This is an optimization exercise on Yosys and OpenROAD, whose aim is small area, not a production implementation. Only simulation tests tie the RTL to the original design; equivalence was not proved. No activity file was given, so power comes from the tool's default toggle rates.

--- design/flow/design.v ---
module OQ1_Stopwatch(AN, Seg, Dot, CLK, Start, RESET);  
	output [3:0] AN;
	output [6:0] Seg;
	output Dot;
	input CLK, Start, RESET;
	parameter R = 2'b00;
    parameter W = 2'b01;
    parameter C = 2'b10;	
	reg  [11:0] divider_ds;
	reg  [5:0]  divider_ms;
	reg  [6:0]  Seg_Temp;
	reg  [3:0]  D3,D2,D1,D0,D_Temp,AN_Temp;
	reg  [1:0]  state,n_state;
	reg         dp;
	wire        RTC_ds,RTC_ms;
	always @(posedge CLK or posedge RESET) begin
	  if(RESET) divider_ms <= 0;
	  else if(divider_ms==32) divider_ms <= 0;
      else divider_ms <= divider_ms + 1;
    end
    assign RTC_ms = ((divider_ms == 32)?1'b1:1'b0);
	always @(posedge CLK or posedge RESET) begin
      if(RESET) divider_ds <= 0;
      else if(divider_ds==3276) divider_ds <= 0;
      else if(state==C) divider_ds <= divider_ds + 1;
    end
    assign RTC_ds = ((divider_ds == 3276)?1'b1:1'b0);
	always@(posedge CLK or posedge RESET) begin
      if(RESET) begin
        state <= R;
        D3 <= 0;
        D2 <= 0;
        D1 <= 0;
        D0 <= 0;
      end else begin
        state <= n_state;
        if(RTC_ds) begin
          if(D0 == 9) begin
            D0 <= 0;
            if(D1 == 9) begin
              D1 <= 0;
              if(D2 == 9) begin
                D2 <= 0;
                if(D3 == 9) begin
                  D3 <= 0;                  
                end else begin
                  D3 <= D3 + 1;
                end                    
              end else begin
                D2 <= D2 + 1;
              end      
            end else begin
              D1 <= D1 + 1;
            end
          end else begin
            D0 <= D0 + 1;
          end
        end      
      end
    end
    always@(*) begin
      case (state)
        R : if(RESET) n_state = R;
            else if(Start && !RESET) n_state = C;
            else n_state = W;
        W : if(RESET) n_state = R;
            else if(Start && !RESET) n_state = C;
            else n_state = W;
        C : if(RESET) n_state = R;
            else n_state = C;        
        default : n_state = R;
      endcase
    end
    always@(posedge CLK or posedge RESET) begin
      if(RESET) begin
        D_Temp  <= 4'b0000;
        AN_Temp <= 4'b1110;
        dp      <= 1'b0;
      end else if(RTC_ms) begin
      case(AN_Temp)
        4'b0111 : begin
                    D_Temp <= D0;
                    AN_Temp <= 4'b1110;
                    dp <= 1;
                  end
        4'b1110 : begin
                    D_Temp <= D1;
                    AN_Temp <= 4'b1101;
                    dp <= 0;
                  end
        4'b1101 : begin
                    D_Temp <= D2;
                    AN_Temp <= 4'b1011;
                    dp <= 1;
                  end
        4'b1011 : begin
                    D_Temp <= D3;
                    AN_Temp <= 4'b0111;
                    dp <= 1;
                  end
      endcase
      end
    end    
    always @(*) begin
        case(D_Temp)
          0 : Seg_Temp=7'b1000000; 
          1 : Seg_Temp=7'b1111001; 
          2 : Seg_Temp=7'b0100100; 
          3 : Seg_Temp=7'b0110000; 
          4 : Seg_Temp=7'b0011001; 
          5 : Seg_Temp=7'b0010010; 
          6 : Seg_Temp=7'b0000010; 
          7 : Seg_Temp=7'b1111000; 
          8 : Seg_Temp=7'b0000000; 
          9 : Seg_Temp=7'b0011000; 
          default : Seg_Temp=7'b0111111; 
      endcase
    end
    assign Seg = Seg_Temp;
    assign AN = AN_Temp;
    assign Dot = dp;
endmodule
--- design/flow/run.sh ---
#!/bin/bash
# synth_recipe.tcl (not shown) runs the flow's synth.tcl, then flattens the netlist and writes it again
# the make line also repeats each setting of config.mk as NAME=value (left out here)
make -C /OpenROAD-flow-scripts/flow DESIGN_CONFIG=/design/flow/config.mk WORK_HOME=/design/flow/orfs CLKGATE_MAP_FILE= SYNTH_SCRIPT=/design/flow/synth_recipe.tcl finish
--- design/flow/constraint.sdc ---
create_clock -name core_clock -period 10.0 [get_ports {CLK}]
set_input_delay 2.0000 -clock core_clock [delete_from_list [all_inputs] [get_ports {CLK}]]
set_output_delay 2.0000 -clock core_clock [all_outputs]
set_load 0.01 [all_outputs]
--- design/flow/config.mk ---
export PLATFORM = sky130hd
export DESIGN_NAME = OQ1_Stopwatch
export DESIGN_NICKNAME = OQ1_Stopwatch
export VERILOG_FILES = /design/flow/design.v
export SDC_FILE = /design/flow/constraint.sdc
export NUM_CORES = 4
export LEC_CHECK = 0
export CAP_MARGIN = 20
export CORE_MARGIN = 2
export CORE_UTILIZATION = 40
export SLEW_MARGIN = 20
==> flow_metrics.py, run 1 <==
metrics = {
    "status": {
        "status": "complete, no violations",
    },
    "cells_and_area": {
        "layout.nets": 294,
        "antennaDiodeCount": 0,
        "finalInstanceArea_um2": 2910,
        "drive_gt1_share_pct": 7.42,
        "instances_no_fill": 360,
        "syn_to_final_growth_pct": 9.97,
        "utilization_pct": 45.6,
    },
    "sta": {
        "setup_violations": 0,
        "slew_viol_final": 0,
        "fin_skew_ns": 0.00567,
        "fin_hold_ws_ns": 0.457,
        "hold_violations": 0,
        "tightest_slew_ns": 0.815,
        "rsz0062_at_grt": "false",
        "fin_setup_tns_ns": 0,
        "post-route-period-util_pct": 39.1,
        "max_freq_mhz": 256,
        "fin_crit_ns": 3.91,
        "slew_headroom_pct": 45.7,
    },
    "global_routing": {
        "grt_pass1_vias": 1892,
        "grt_pass1_wl_um": 8700,
        "grt_usage_pct": 14.4,
        "overflow": 0,
        "antenna_found_initial": 0,
        "grt_max_degree": 46,
    },
    "placed_design": {
        "numPortBuffers": 14,
        "dp_cells": 352,
        "dp_hpwl_um": 3330,
        "dpl_cell_area_um2": 2820,
        "gp_congestion": 0.764,
    },
    "clocking": {
        "postCtsSetupBuffers": 0,
        "post_cts_resized": 0,
        "clock-sinks": 45,
        "root_buffer": "clkbuf_8",
        "cts-htree-levels": 2,
        "cts.clk_slew.worst_paths_ns": 0.09,
        "insertion_delay_ns": 0.29,
        "clk_path_buf_depth": 2,
        "cts_buffers": 5,
        "cts-hold-fix-buffers": 0,
        "cts_tree": "yes",
    },
    "worst_hold_path": {
        "whs_path_depth": 1,
        "hold_start": "state[1]",
        "hold_end": "state[0]",
        "min_path_type": "reg -> reg",
    },
    "synth": {
        "yosysWarnings": 1,
        "synth_area_per_cell_um2": 9.67,
        "synthFlopType": "dfrtp_1",
        "yosysUniqueCellTypes": 52,
        "yosysSeqAreaShare_pct": 42.7,
        "synth_enable_flop_cells": 0,
        "synth_nets": 286,
        "ys_async_sr_fraction_pct": 100,
        "synth-seq-cells": 45,
        "synthCells": 274,
        "synthesis.area_um2": 2650,
    },
    "run": {
        "cap_violations": 0,
    },
    "die": {
        "start_util_pct": 41.5,
        "row_count": 29,
        "die_w_um": 85.4,
        "die_y_um": 85.4,
        "die-area_um2": 7290,
        "core_um2": 6390,
        "io_pins": 15,
    },
    "setup_path": {
        "cp.buffers_inverters": 2,
        "cp.arrival_ns": 1.91,
        "crit_path_cell_trace": "inv_1 > ha_1 > nand2_1 > o21ai_0 > o21ai_0 > clkdlybuf4s50_1",
        "critical-path-top-delay-family": "buffers and inverters",
        "crit_path_start_kind": "flop",
        "r2r_end": "D2[1]",
        "critPathMaxStageDelay_ns": 0.55,
        "cpMostUsedCell": "o21ai_0",
        "path_max_fanout": 6,
        "required_ns": 8.00,
        "slowest_stage": "clkdlybuf4s50_1",
        "rrSetupSlack_ns": 7.82,
        "crit_path_end_kind": "output pin",
        "worst-path-stages": 6,
        "r2r_cells": 6,
        "r2r_start": "divider_ds[0]",
        "critical_path_class": "reg -> out",
    },
    "detailed_routing": {
        "dr.pass1.iters": 4,
        "routed_via_density": 5.35,
        "postRouteAntennaNets": 0,
        "drc": 0,
        "num_vias": 1927,
        "routedWlPerCell_um": 13.5,
        "drtIter0Drc": 95,
        "wl_um": 4870,
    },
    "power_and_ir_drop": {
        "vdd_ir_drop_max_mv": 0.111,
        "power_density_nw_per_um2": 122,
        "power_leakage_nw": 1.23,
    },
}
==> metrics by stage <==
step | power [mW] | setup WS [ns]
after floorplan | 0.233 | 6.90
after global placement | 0.241 | 6.44
after detailed placement | 0.242 | 6.39
after CTS | 0.362 | 6.06
after global routing | 0.378 | 5.94
final | 0.356 | 6.09
==> logic make-up (layout without fill, tap and decap cells) <==
logic type / after synthesis / in the layout / share of synthesized area, %
AND/OR/NAND/NOR: 112 / 112 / 23.8
AO/OA/AOI/OAI: 49 / 49 / 12.9
flip-flops: 45 / 45 / 42.7
buffers and inverters: 27 / 36 / 4.72
XOR/XNOR: 20 / 20 / 6.61
multiplexers: 12 / 12 / 5.05
adder cells (fa/ha/maj): 9 / 9 / 4.25
==> synth_stat cells (2+ instances only) <==
library cell / count / area (µm²)
a211oi_1: 2 / 15.0
a21o_1: 3 / 22.5
a21oi_1: 7 / 35.0
a22o_1: 2 / 17.5
a22oi_1: 2 / 15.0
a31o_1: 2 / 17.5
a31oi_1: 2 / 12.5
a41o_1: 2 / 20.0
and2_1: 4 / 25.0
and3_1: 4 / 25.0
and4_1: 4 / 35.0
and4bb_1: 2 / 25.0
buf_2: 7 / 35.0
buf_4: 2 / 15.0
clkbuf_1: 4 / 15.0
dfrtp_1: 42 / 1050
dfstp_2: 3 / 78.8
ha_1: 9 / 113
inv_1: 13 / 48.8
mux2_1: 5 / 56.3
mux2_2: 2 / 22.5
mux2i_1: 4 / 40.0
nand2_1: 17 / 63.8
nand2b_1: 7 / 43.8
nand3_1: 18 / 90.1
nand3b_1: 4 / 30.0
nand4_1: 6 / 37.5
nand4b_1: 3 / 26.3
nor2_1: 24 / 90.1
nor2b_1: 10 / 62.6
nor3_1: 3 / 15.0
o21ai_0: 15 / 75.1
o22a_1: 3 / 26.3
xnor2_1: 15 / 131
xor2_1: 5 / 43.8
==> metal layers <==
metal	share of wire [%]	up-vias	global-route usage, %	routed length, µm
met2	47	19	23.4	2290
met5	0	-	0	0
li1	-	979	-	-
met1	50	927	20.1	2450
met3	2.3	2	2.63	111
met4	0.47	0	3.17	23
==> flip-flops by register name, indices dropped and copies added (netlist names) <==
register,cells
AN_Temp,4
D0,4
D1,4
D2,4
D3,4
D_Temp,4
divider_ds,12
divider_ms,6
dp,1
state,2
==> worst max-delay path by stage <==
stage	from	to	slack, ns
final	D_Temp[1]	Seg[4]	6.09
after global routing	D_Temp[1]	Seg[4]	5.94
after CTS	D_Temp[1]	Seg[4]	6.06
after detailed placement	D_Temp[1]	Seg[4]	6.39
after global placement	D_Temp[1]	Seg[4]	6.44
after floorplan	D_Temp[1]	Seg[4]	6.90
==> cell usage in the layout, fill, tap and decap left out, types with 3 or more instances in the layout <==
| cell type | n |
|---|---|
| a21o_1 | 3 |
| a21oi_1 | 7 |
| and2_1 | 4 |
| and3_1 | 4 |
| and4_1 | 4 |
| clkbuf_8 | 6 |
| clkdlybuf4s50_1 | 14 |
| dfrtp_1 | 42 |
| dfstp_2 | 3 |
| ha_1 | 9 |
| inv_1 | 12 |
| mux2_1 | 5 |
| mux2i_1 | 4 |
| nand2_1 | 17 |
| nand2b_1 | 7 |
| nand3_1 | 18 |
| nand3b_1 | 4 |
| nand4_1 | 6 |
| nand4b_1 | 3 |
| nor2_1 | 24 |
| nor2b_1 | 10 |
| nor3_1 | 3 |
| o21ai_0 | 15 |
| o22a_1 | 3 |
| xnor2_1 | 15 |
| xor2_1 | 5 |
==> final cells by class <==
class	count	area, µm²
Tap cell	77	96.3
Sequential cell	45	1130
Inverter	13	48.8
Multi-Input combinational cell	202	1390
Timing Repair Buffer	15	148
Clock inverter	2	13.8
Clock buffer	6	82.6
Fill cell	610	3470
==> power breakdown <==
group	switching (mW)	internal, mW	total [mW]
combinational	0.0171	0.0152	0.0324
clock	0.0617	0.0561	0.118
sequential	0.0133	0.192	0.206
==> run 2, diff against run 1 <==
==> design/flow/design.v (replaced) <==
module OQ1_Stopwatch(AN, Seg, Dot, CLK, Start, RESET);
  output [3:0] AN;
  output [6:0] Seg;
  output Dot;
  input CLK, Start, RESET;
  reg  [5:0] ms;
  wire       ms_fb = ms[5] ^ ms[0] ^ (ms[4:2] == 3'b101);
  wire       scan  = (ms[4:2] == 3'b000);
  always @(posedge CLK or posedge RESET)
    if (RESET) ms <= 6'h05;
    else       ms <= {ms[4:0], ms_fb};
  reg         counting;
  reg  [11:0] ds;
  wire        ds_fb = counting & (ds[11] ^ ds[9] ^ ds[0] ^ (ds[8:6] == 3'b000));
  wire        tick  = ((ds & 12'hdfb) == 12'h800);
  always @(posedge CLK or posedge RESET)
    if (RESET) begin
      counting <= 1'b0;
      ds       <= 12'h000;
    end else begin
      counting <= counting | Start;
      ds       <= {ds[10:0], ds_fb};
    end
  reg        pend;
  reg  [3:0] D0, D1, D2, D3;
  wire       inc = scan & pend;
  always @(posedge CLK or posedge RESET)
    if (RESET) begin
      pend <= 1'b0;
      D0 <= 4'd0; D1 <= 4'd0; D2 <= 4'd0; D3 <= 4'd0;
    end else begin
      pend <= tick | (pend & ~scan);
      if (inc) begin
        if (D0 == 4'd9) begin
          D0 <= 4'd0;
          if (D1 == 4'd9) begin
            D1 <= 4'd0;
            if (D2 == 4'd9) begin
              D2 <= 4'd0;
              if (D3 == 4'd9) D3 <= 4'd0;
              else            D3 <= D3 + 4'd1;
            end else D2 <= D2 + 4'd1;
          end else D1 <= D1 + 4'd1;
        end else D0 <= D0 + 4'd1;
      end
    end
  reg [1:0] sel;
  reg       dp;
  always @(posedge CLK or posedge RESET)
    if (RESET) begin
      sel <= 2'b00;
      dp  <= 1'b0;
    end else if (scan) begin
      sel <= {sel[0], ~sel[1]};
      dp  <= sel[1] | sel[0];
    end
  reg [3:0] dig;
  always @(*)
    case (sel)
      2'b00: dig = D0;
      2'b01: dig = D1;
      2'b11: dig = D2;
      default: dig = D3;
    endcase
  reg [6:0] seg;
  always @(*)
    case (dig)
      4'd0: seg = 7'b1000000;
      4'd1: seg = 7'b1111001;
      4'd2: seg = 7'b0100100;
      4'd3: seg = 7'b0110000;
      4'd4: seg = 7'b0011001;
      4'd5: seg = 7'b0010010;
      4'd6: seg = 7'b0000010;
      4'd7: seg = 7'b1111000;
      4'd8: seg = 7'b0000000;
      4'd9: seg = 7'b0011000;
      default: seg = 7'bxxxxxxx;
    endcase
  assign Seg = seg;
  assign AN  = {~(sel == 2'b10), ~(sel == 2'b11), ~(sel == 2'b01), ~(sel == 2'b00)};
  assign Dot = dp;
endmodule
==> flow_metrics.py, run 2 <==
metrics = {
    "die": {
        "io_pins": 15,
        "row_count": 24,
        "start_util_pct": 41.8,
        "die_w_um": 71.7,
        "die-area_um2": 5130,
        "die_y_um": 71.7,
        "core_um2": 4380,
    },
    "global_routing": {
        "grt_pass1_wl_um": 5590,
        "grt_pass1_vias": 1108,
        "grt_usage_pct": 14.3,
        "grt_max_degree": 40,
        "antenna_found_initial": 0,
        "overflow": 0,
    },
    "synth": {
        "synth.most_common_cell": "dfrtp_1",
        "ys_async_sr_fraction_pct": 100,
        "yosysSeqAreaShare_pct": 53.5,
        "yosysTopAreaCell": "dfrtp_1",
        "yosys-top-cells-area": "dfrtp_1 51%, xnor2_1 5.3%, mux4_2 3.7%, ha_1 3.4%, nand2_1 3.1%",
        "yosysUniqueCellTypes": 42,
        "synth_enable_flop_cells": 0,
        "yosysWarnings": 1,
        "synth_area_per_cell_um2": 11.6,
        "synthCells": 158,
        "netlist.area_leader.share_pct": 50.6,
        "synth-seq-cells": 39,
        "synthFlopType": "dfrtp_1",
        "synthTopCellsByCount": "37 x dfrtp_1, 15 x nand2_1, 11 x nor2_1, 11 x xnor2_1",
        "synthesis.area_um2": 1830,
        "synth_nets": 166,
    },
    "sta": {
        "slew_viol_final": 0,
        "setup_violations": 0,
        "tightest_slew_ns": 0.670,
        "post-route-period-util_pct": 50.0,
        "rsz0062_at_grt": "false",
        "fin_crit_ns": 5.00,
        "max_freq_mhz": 200,
        "slew_headroom_pct": 54.9,
        "fin_setup_tns_ns": 0,
        "fin_skew_ns": 0.00292,
        "hold_violations": 0,
    },
    "setup_path": {
        "critical_path_class": "reg -> out",
        "r2r_cells": 4,
        "r2r_start": "ms[3]",
        "path_max_fanout": 11,
        "rrSetupSlack_ns": 8.24,
        "required_ns": 8.00,
        "cp-startpoint": "sel[1]",
        "cp.arrival_ns": 3.00,
        "crit_path_start_kind": "flop",
        "crit_path_end_kind": "output pin",
        "r2r_end": "D2[1]",
    },
    "clocking": {
        "root_buffer": "clkbuf_8",
        "clk_path_buf_depth": 2,
        "postCtsSetupBuffers": 0,
        "cts-hold-fix-buffers": 0,
        "cts-htree-levels": 2,
        "cts_buffers": 5,
        "post_cts_resized": 0,
        "cts_tree": "yes",
        "insertion_delay_ns": 0.29,
        "cts.clk_slew.worst_paths_ns": 0.08,
        "clock-sinks": 39,
    },
    "detailed_routing": {
        "wl_um": 3160,
        "num_vias": 1182,
        "routed_via_density": 5.14,
        "drtIter0Drc": 79,
        "postRouteAntennaNets": 0,
        "routedWlPerCell_um": 13.7,
        "dr.pass1.iters": 4,
        "drc": 0,
    },
    "cells_and_area": {
        "regMostFlops": "ds",
        "largestRegisters": "ds x12, ms x6",
        "syn_to_final_growth_pct": 18.0,
        "finalInstanceArea_um2": 2160,
        "largest_reg_flops": 12,
        "layout.nets": 185,
        "final_common_cell": "dfrtp_1",
        "antennaDiodeCount": 0,
        "layout_common_cells": "37 x dfrtp_1, 15 x nand2_1, 14 x clkdlybuf4s50_1",
        "drive_gt1_share_pct": 14.0,
    },
    "worst_hold_path": {
        "min_path_type": "reg -> reg",
        "hold_end": "ms[2]",
        "whs_path_depth": 0,
        "hold_start": "ms[1]",
    },
    "placed_design": {
        "dpl_cell_area_um2": 2020,
        "dp_hpwl_um": 2270,
        "numPortBuffers": 14,
        "gp_congestion": 0.782,
    },
    "power_and_ir_drop": {
        "vdd_ir_drop_max_mv": 0.111,
        "power_leakage_nw": 0.962,
        "power_density_nw_per_um2": 182,
    },
    "status": {
        "status": "complete, no violations",
    },
    "run": {
        "cap_violations": 0,
    },
}
## run 2: layout make-up
| type | instances | area [µm²] |
|---|---|---|
| fillers | 389 | 2220 |
| repair buffers | 15 | 148 |
| well taps | 52 | 65.1 |
| inverters | 9 | 33.8 |
| multi-input cells | 107 | 796 |
| clock inverters | 3 | 71.3 |
| flip-flops and latches | 39 | 978 |
| clock buffers | 5 | 68.8 |
## run 2: where the power goes
part | switching [mW] | internal, mW | total, mW | leakage (nW)
clock | 0.0588 | 0.101 | 0.160 | 0.0703
sequential | 0.0163 | 0.184 | 0.201 | 0.501
combinational | 0.0134 | 0.0189 | 0.0323 | 0.391
total | 0.0885 | 0.305 | 0.393 | 0.962
## run 2: cell families (layout without fill, tap and decap cells)
family                   Yosys count  after routing  synth area share (%)
AND/OR/NAND/NOR                   59             59                  18.5
flip-flops                        39             39                  53.5
buffers and inverters             12             32                  3.08
adder cells (fa/ha/maj)            5              5                  3.42
AO/OA/AOI/OAI                     19             19                  6.83
multiplexers                      11             11                  8.48
XOR/XNOR                          13             13                  6.22
## run 2: per-stage QoR
stage,power [mW],hold slack (ns),util (%),setup slack (ns),instances
2_1_floorplan,0.227,0.331,-,6.13,158
3_3_place_gp,0.235,0.337,46.1,5.50,222
3_5_place_dp,0.236,0.338,46.1,5.32,222
4_1_cts,0.398,0.365,49.3,4.99,230
5_1_grt,0.415,0.374,49.3,4.75,230
6_report,0.393,0.364,49.3,5.00,230
## run 2: critical path, cell delays in order, from the launching register on
cell and delay [ns]:
dfrtp_1 0.59, mux2_2 0.39, o21ai_0 0.54, ha_1 0.37
inv_1 0.08, mux2i_1 0.06, mux2i_1 0.13, clkdlybuf4s50_1 0.56
## run 2: per-layer routing
layer / up-vias / wire length (µm) / track usage, %
met5: - / 0 / 0
met4: 0 / 23 / 3.14
met3: 4 / 119 / 5.20
met2: 18 / 1490 / 21.5
met1: 578 / 1520 / 19.9
li1: 582 / - / -
## run 2: worst max-delay path by stage
stage,endpoint,cells after the start
6_report,Seg[3],7
5_1_grt,Seg[3],7
4_1_cts,Seg[3],7
3_5_place_dp,Seg[3],7
3_3_place_gp,Seg[3],7
2_1_floorplan,Seg[3],7

## re-timing with driven ports
Ports are ideal in the flow. The routed layouts listed here were re-timed in OpenROAD. Step 1 assumes that a clkbuf_16 drives the clock port and a buf_2 every other input. Step 2, shift: input delay + t, output delay - t, t = (earliest + latest rising clock arrival at the registers) / 2. This alone moves slack from input paths to output paths. Slacks: ideal / step 1 / step 2; pairs: ideal / step 1.
run	t, ns	slack for setup (ns)	hold slack, ns	clock arrival spread, ns	worst data-port slew with drivers (ns)
run 1	0.317	6.088 / 6.060 / 6.376	0.457 / 0.457 / 0.457	0.006 / 0.007	0.03
run 2	0.312	5.001 / 4.976 / 5.289	0.364 / 0.364 / 0.364	0.003 / 0.003	0.03
After both steps every run listed still meets setup and hold.
